Background: an optimization exercise with open tools, aiming at small area and few clock cycles per item. Do not read the settings as production practice.
In this exercise RTL edits were held to simulation tests only and were not proved equivalent to the original.

## flow/design.v (module list and top-level ports; edited modules follow where they fit)
// module joinC: 15 lines
// module OEHB: 26 lines
// module mul_comb: 751 lines
// module fa_cell: 4 lines
// module ha_cell: 4 lines
// module mul_op: 22 lines
module mul_op #(parameter INPUTS = 2,
		parameter OUTPUTS = 1,
		parameter DATA_IN_SIZE = 32,
		parameter DATA_OUT_SIZE = 32)
		(
		input clk,
		input rst,
		input [INPUTS * (DATA_IN_SIZE)- 1 : 0]data_in_bus,
		input [INPUTS - 1 : 0]valid_in_bus,
		output [INPUTS - 1 : 0] ready_in_bus,
		output [OUTPUTS * (DATA_OUT_SIZE) - 1 : 0]data_out_bus,
		output [OUTPUTS - 1 : 0]valid_out_bus,
		input 	[OUTPUTS - 1 : 0] ready_out_bus
);
  // ...
==> flow/flow/run.sh <==
#!/bin/bash
# The standard layout (standard.sh) with three changes to how it is made:
#  - ABC's area script for the synthesis's technology mapping is flow/abc_area.script
#    (run from a copy of ORFS's scripts folder that differs only in that file);
#  - the port buffers are made from the smallest buffer cell, buf_1;
#  - clock tree synthesis uses clkbuf_8 for its root and tree buffers and adds no dummy loads.
# The synthesis is otherwise the standard one (synth_recipe.tcl), so the registers
# and their names are the standard synthesis's.
set -euo pipefail
cd "$(dirname "$0")/.."
W=$PWD
rm -rf "$W/scripts_abc"
cp -r "$FLOW_HOME/scripts" "$W/scripts_abc"
cp "$W/flow/abc_area.script" "$W/scripts_abc/abc_area.script"
diff -r "$FLOW_HOME/scripts" "$W/scripts_abc" > scripts_diff.log 2>&1 || true
bash standard.sh "SCRIPTS_DIR=$W/scripts_abc" 'BUFFER_PORTS_ARGS=-buffer_cell sky130_fd_sc_hd__buf_1' \
  'CTS_ARGS=-sink_clustering_enable -repair_clock_nets -root_buf sky130_fd_sc_hd__clkbuf_8 -buf_list sky130_fd_sc_hd__clkbuf_8 -dont_use_dummy_load' finish > standard_sh.log 2>&1 || { tail -50 standard_sh.log; exit 1; }
tail -5 standard_sh.log
ls -l out/final.def
==> flow/flow/abc_area.script <==
strash
dch
amap
topo
==> flow/standard.sh <==
#!/bin/bash
# synth_recipe.tcl (not shown) runs the flow's synth.tcl, then flattens the netlist and writes it again
# the make line also repeats each setting of config.mk as NAME=value (left out here)
make -C /OpenROAD-flow-scripts/flow DESIGN_CONFIG=/design/flow/config.mk WORK_HOME=/design/flow/orfs CLKGATE_MAP_FILE= SYNTH_SCRIPT=/design/flow/synth_recipe.tcl "${@:-finish}"
==> flow/config.mk <==
export PLATFORM = sky130hd
export DESIGN_NAME = mul_op
export DESIGN_NICKNAME = mul_op
export VERILOG_FILES = /design/flow/design.v
export SDC_FILE = /design/flow/constraint.sdc
export NUM_CORES = 4
export LEC_CHECK = 0
export ABC_AREA = 1
export CAP_MARGIN = 10
export CORE_MARGIN = 2
export CORE_UTILIZATION = 60
export GPL_TIMING_DRIVEN = 0
export PLACE_DENSITY = 0.75
export SLEW_MARGIN = 10
export SYNTH_HIERARCHICAL = 1
==> flow/constraint.sdc <==
create_clock -name core_clock -period 8.0 [get_ports {clk}]
set_input_delay 1.6000 -clock core_clock [delete_from_list [all_inputs] [get_ports {clk}]]
set_output_delay 1.6000 -clock core_clock [all_outputs]
set_load 0.01 [all_outputs]
==> out/results.ini, run 1 <==
[outcome]
status=finished clean

[synthesis]
synth-compound-area-share_pct=30.8
synth_edf_count=32
synth_top_family_by_area=adder cells
post-synth-top-count-cell=nor2_1
synth.area.top_cells=fa_1 (40%), o22ai_1 (16%), a21oi_1 (12%)
syn_area_per_cell_sq_um=8.30
synth_cells=1277

[timing]
worst_slew_pin_slew_ns=0.894
slew_headroom_pct=40.4
skew_ns=0.00885

[setup_path]
r2r_start=oehb_buffer.valid_out_bus$_DFFE_PP0P_
critical_path.top_delay_family=compound AO/OA/AOI/OAI gates
start_kind=primary input

[placed_design]
gp_congestion=0.892
place_area_sq_mm=0.0116

[drt]
met3_wirelength_um=4010
met2_length_um=15800
vias=10946
avgViaCountPerCell=6.67
drc=0

[finish]
antennaDiodeCount=0
seq_cells=33
bufAreaShareNonClock_pct=6.95
seqCellArea_sq_um=986
stdcell_count=1640
clkbuf_count=5

[min_path]
worstHoldPathType=reg -> reg

[clock_tree]
htree_levels=2

[floorplanning]
dieArea_sq_mm=0.0187
num_io_pins=104
die_x_um=137

[global_routing]
antenna_found_initial=0
grt_pass1_vias=10222

Testbench counts, summed over its fixed seeds: cycles 12,008, items 12,000.
==> run 2, diff against run 1 <==
==> flow/flow/abc_area.script (replaced) <==
strash
dch
map -a
topo
==> run 2 against run 1 <==
Effect of this change: critical path depth is 6 higher; synthesized cell count fell by 18%; die area up 0.94%; global-route usage down 2.1 points; largest cell class unchanged; register-to-register slack improved by 0.33 ns; critical path type unchanged; setup slack better by 0.034 ns; non-clock buffer count down 3; critical endpoint is now oehb_buffer.data_reg[30]$_DFFE_PP_; area after synthesis grew 0.97%; clock skew up 0.0064 ns.
==> out/results.ini, run 2 <==
[drt]
routed_wl_um=32600  ; was 34500 um
wl_per_cell_um=23.3  ; was 21.0 um
drt-initial-drc-count=1095  ; was 1438
drtPass1Iterations=6  ; unchanged
drc=0  ; unchanged
avgViaCountPerCell=6.78  ; was 6.67
drtAntennaViolNets=0  ; unchanged
vias=9491  ; was 10.9k

[global_routing]
grt_pass1_wl_um=50800  ; was 53500 um
track_usage_pct=35.2  ; was 37.3%
gr-total-overflow=0  ; unchanged
grt_max_degree=33  ; was 53
antenna_found_initial=0  ; unchanged
grt_pass1_vias=9598  ; was 10.2k

[placed_design]
io_buffer_count=103  ; unchanged
place_inst=1380  ; was 1618
hpwl_um=22600  ; was 24100 um
pre_cts_ws_ns=-1.61  ; was -1.54 ns
gp_congestion=0.926  ; was 0.892

[finish]
largest_reg_flops=32  ; unchanged
drive_gt1_share_pct=7.92  ; was 6.64%
mostFrequentLayoutCells=xor2_1 (275), o22ai_1 (254), fa_1 (212), buf_1 (92), nor2_1 (72)  ; was nor2_1 (301), o22ai_1 (259), a21oi_1 (248), fa_1 (214), buf_1 (91)
stdcell_count=1399  ; was 1640
synthToLayoutAreaGrowth_pct=12.9  ; was 14.2%
nNetsFinal=1485  ; was 1726
layout_commonest_cell=xor2_1  ; was nor2_1
antennaDiodeCount=0  ; unchanged

[synthesis]
synth_top_area_share_pct=40.0  ; was 40.4%
ys_seq_area_share_pct=9.22  ; was 9.31%
yosysUniqueCellTypes=22  ; was 23
synth.area.top_cells=fa_1 (40%), xor2_1 (23%), o22ai_1 (15%)  ; was fa_1 (40%), o22ai_1 (16%), a21oi_1 (12%)
post-synth-top-count-cell=xor2_1  ; was nor2_1
synthArstFlopShare_pct=3.03  ; unchanged
ys.flop_type=edfxtp_1  ; unchanged
ys_ff_latch=33  ; unchanged
synth_cells=1042  ; was 1277
synth_nets=1351  ; was 1586
yosys-top-cells-count=xor2_1 (275), o22ai_1 (254), fa_1 (214), clkinv_1 (87), nor2_1 (77)  ; was nor2_1 (302), o22ai_1 (269), a21oi_1 (248), fa_1 (214), clkinv_1 (51)
yosys.area.top_type=fa_1  ; unchanged
syn_area_sq_mm=0.0107  ; was 0.0106 sq mm
syn_area_per_cell_sq_um=10.3  ; was 8.30 sq um
yosysWarnings=7  ; unchanged
synth_edf_count=32  ; unchanged

[clock_tree]
root_buffer=clkbuf_8  ; unchanged
ctsHoldBuffers=0  ; unchanged
numCtsBuffers=5  ; unchanged
clock_latency_ns=0.32  ; about the same
clockBufferDepth=2  ; unchanged
clkSlewWorstSetupHoldPaths_ns=0.08  ; was 0.07 ns
clock_sinks=33  ; unchanged
htree_levels=2  ; unchanged
cts_tree=yes  ; unchanged

[timing]
setup_violations=0  ; unchanged
hold_ws_ns=0.874  ; was 0.676 ns
post-route-period-util_pct=97.5  ; was 97.9%
fin_ws_ns=0.203  ; was 0.169 ns
hold_viol_final=0  ; unchanged
skew_ns=0.0153  ; was 0.00885 ns
slew_headroom_pct=39.6  ; was 40.4%
period_minus_slack_ns=7.80  ; was 7.83 ns
worst_slew_pin_slew_ns=0.907  ; was 0.894 ns
fmax_mhz=128  ; about the same
drv_slew=0  ; unchanged

[run]
max_cap_viol_count=0  ; unchanged

[floorplanning]
core_area_sq_mm=0.0174  ; was 0.0173 sq mm
dieArea_sq_mm=0.0189  ; was 0.0187 sq mm
dieHeight_um=138  ; was 137 um
num_io_pins=104  ; unchanged
core.rowCount=48  ; unchanged
start_util_pct=61.6  ; was 61.3%
die_x_um=138  ; was 137 um

[setup_path]
cp-end-kind=flop  ; unchanged
path_buf_inv=7  ; was 2
start_kind=primary input  ; unchanged
worstPathRequired_ns=8.06  ; was 8.07 ns
crit_slowest_cell=fa_1  ; unchanged
cp.arrival_ns=7.86  ; was 7.90 ns
reg2reg_setup_slack_ns=6.63  ; was 6.30 ns
critical_path.top_delay_family=adder cells  ; was compound AO/OA/AOI/OAI gates
crit_top_cell=a31o_2  ; was a31o_1
crit_fanout=15  ; was 27
path_class=in -> reg  ; unchanged
worst_path_largest_cell_delay_ns=0.48  ; was 0.58 ns

[min_path]
worstHoldPathType=reg -> reg  ; unchanged

[outcome]
status=finished clean  ; unchanged

run 2: final timing paths:
check                      depth (start not counted)                                   from                                     to
hold / removal                                     2  oehb_buffer.valid_out_bus$_DFFE_PP0P_  oehb_buffer.valid_out_bus$_DFFE_PP0P_
hold reg to reg                                    2  oehb_buffer.valid_out_bus$_DFFE_PP0P_  oehb_buffer.valid_out_bus$_DFFE_PP0P_
min in group asynchronous                          2                                    rst  oehb_buffer.valid_out_bus$_DFFE_PP0P_
setup reg to reg                                   2  oehb_buffer.valid_out_bus$_DFFE_PP0P_     oehb_buffer.data_reg[31]$_DFFE_PP_
max in group asynchronous                          2                                    rst  oehb_buffer.valid_out_bus$_DFFE_PP0P_
setup / recovery                                  29                        data_in_bus[35]     oehb_buffer.data_reg[30]$_DFFE_PP_
run 2: logic make-up (layout without fill, tap and decap cells):
kind of cell / count (synthesis) / count (layout) / synth area share, %
AOI/OAI and AO/OA: 296 / 296 / 17.1
xor gates and xnor gates: 296 / 296 / 24.2
adders and majority gates: 240 / 240 / 43.1
buffers and inverters: 88 / 220 / 3.12
DFF: 33 / 33 / 9.22
and+or+nand+nor: 89 / 89 / 3.19
run 2: metal layers:
metal  vias to the layer above  track usage (%)  wire length, um
li1                       3979                -                -
met1                      4639             46.5            11900
met2                       721             57.8            15500
met3                       152             6.66             3610
met4                         0             13.6             1620
met5                         -                0                0
run 2: stage by stage:
| stage | TNS (ns) | area, sq um | utilization, % |
|---|---|---|---|
| 2_1_floorplan | 0 | 10700 | - |
| 4_1_cts | 0 | 11900 | 68.3 |
| 6_report | 0 | 12100 | 69.6 |
| 3_3_place_gp | -49.73 | 11400 | 65.5 |
| 3_5_place_dp | -12.56 | 11600 | 66.6 |
| 5_1_grt | -0.00361 | 12100 | 69.6 |
run 2: Yosys stat by module, one instance, submodules excluded, a selection:
module,times used,cells,flops+latches,cell area [sq um]
ha_cell,4,1,0,12.5
mul_comb,1,781,0,5360
fa_cell,213,1,0,20.0
run 2: worst reg2reg max path, delay by kind of cell, from the launching register on:
kind	cells	cell delay [ns]
buffers and inverters	1	0.23
and+or+nand+nor	1	0.43
DFF	1	0.39
run 2: cell type report:
| type | instances | area [sq um] |
|---|---|---|
| well taps | 225 | 282 |
| repair buffers | 125 | 756 |
| clock buffers | 5 | 68.8 |
| multi-input cells | 921 | 9520 |
| plain buffers | 1 | 7.51 |
| flip-flops and latches | 33 | 986 |
| repair inverters | 2 | 10.0 |
| inverters | 87 | 449 |
| fillers | 1312 | 5270 |
run 2: timing repair:
action | 4_1_cts | 5_1_grt
pin swaps | 4 | 4
setup endpoints to repair | 11 | 5
hold endpoints to repair | 0 | 0
buffers inserted | 7 | 3
gates resized for setup | 46 | 51
cloned | 1 | 2

port drivers added, routing unchanged:
The flow's constraints put no driver on any port. The routed layouts listed below were extracted and timed again, unchanged, in two steps.
Step 1 assumes that a clkbuf_16 drives the clock port and a buf_2 every other input.
Step 2 also shifts input and output timing later by t, the mid clock arrival at the registers, as if the neighbouring blocks saw the same clock.
Three values: ideal, step 1, step 2; two values: the first two.
| run | t (ns) | slack for setup (ns) | worst setup path after step 2 |
|---|---|---|---|
| run 1 | 0.354 | 0.169 / 0.080 / -0.275 | input to register |
| run 2 | 0.357 | 0.203 / 0.212 / -0.145 | input to register |
With both steps, setup timing fails in run 1 and run 2, where it was met with ideal ports. The setup slack of run 1, which loses most, moves by -0.089 ns with the drivers and by -0.444 ns with both steps.
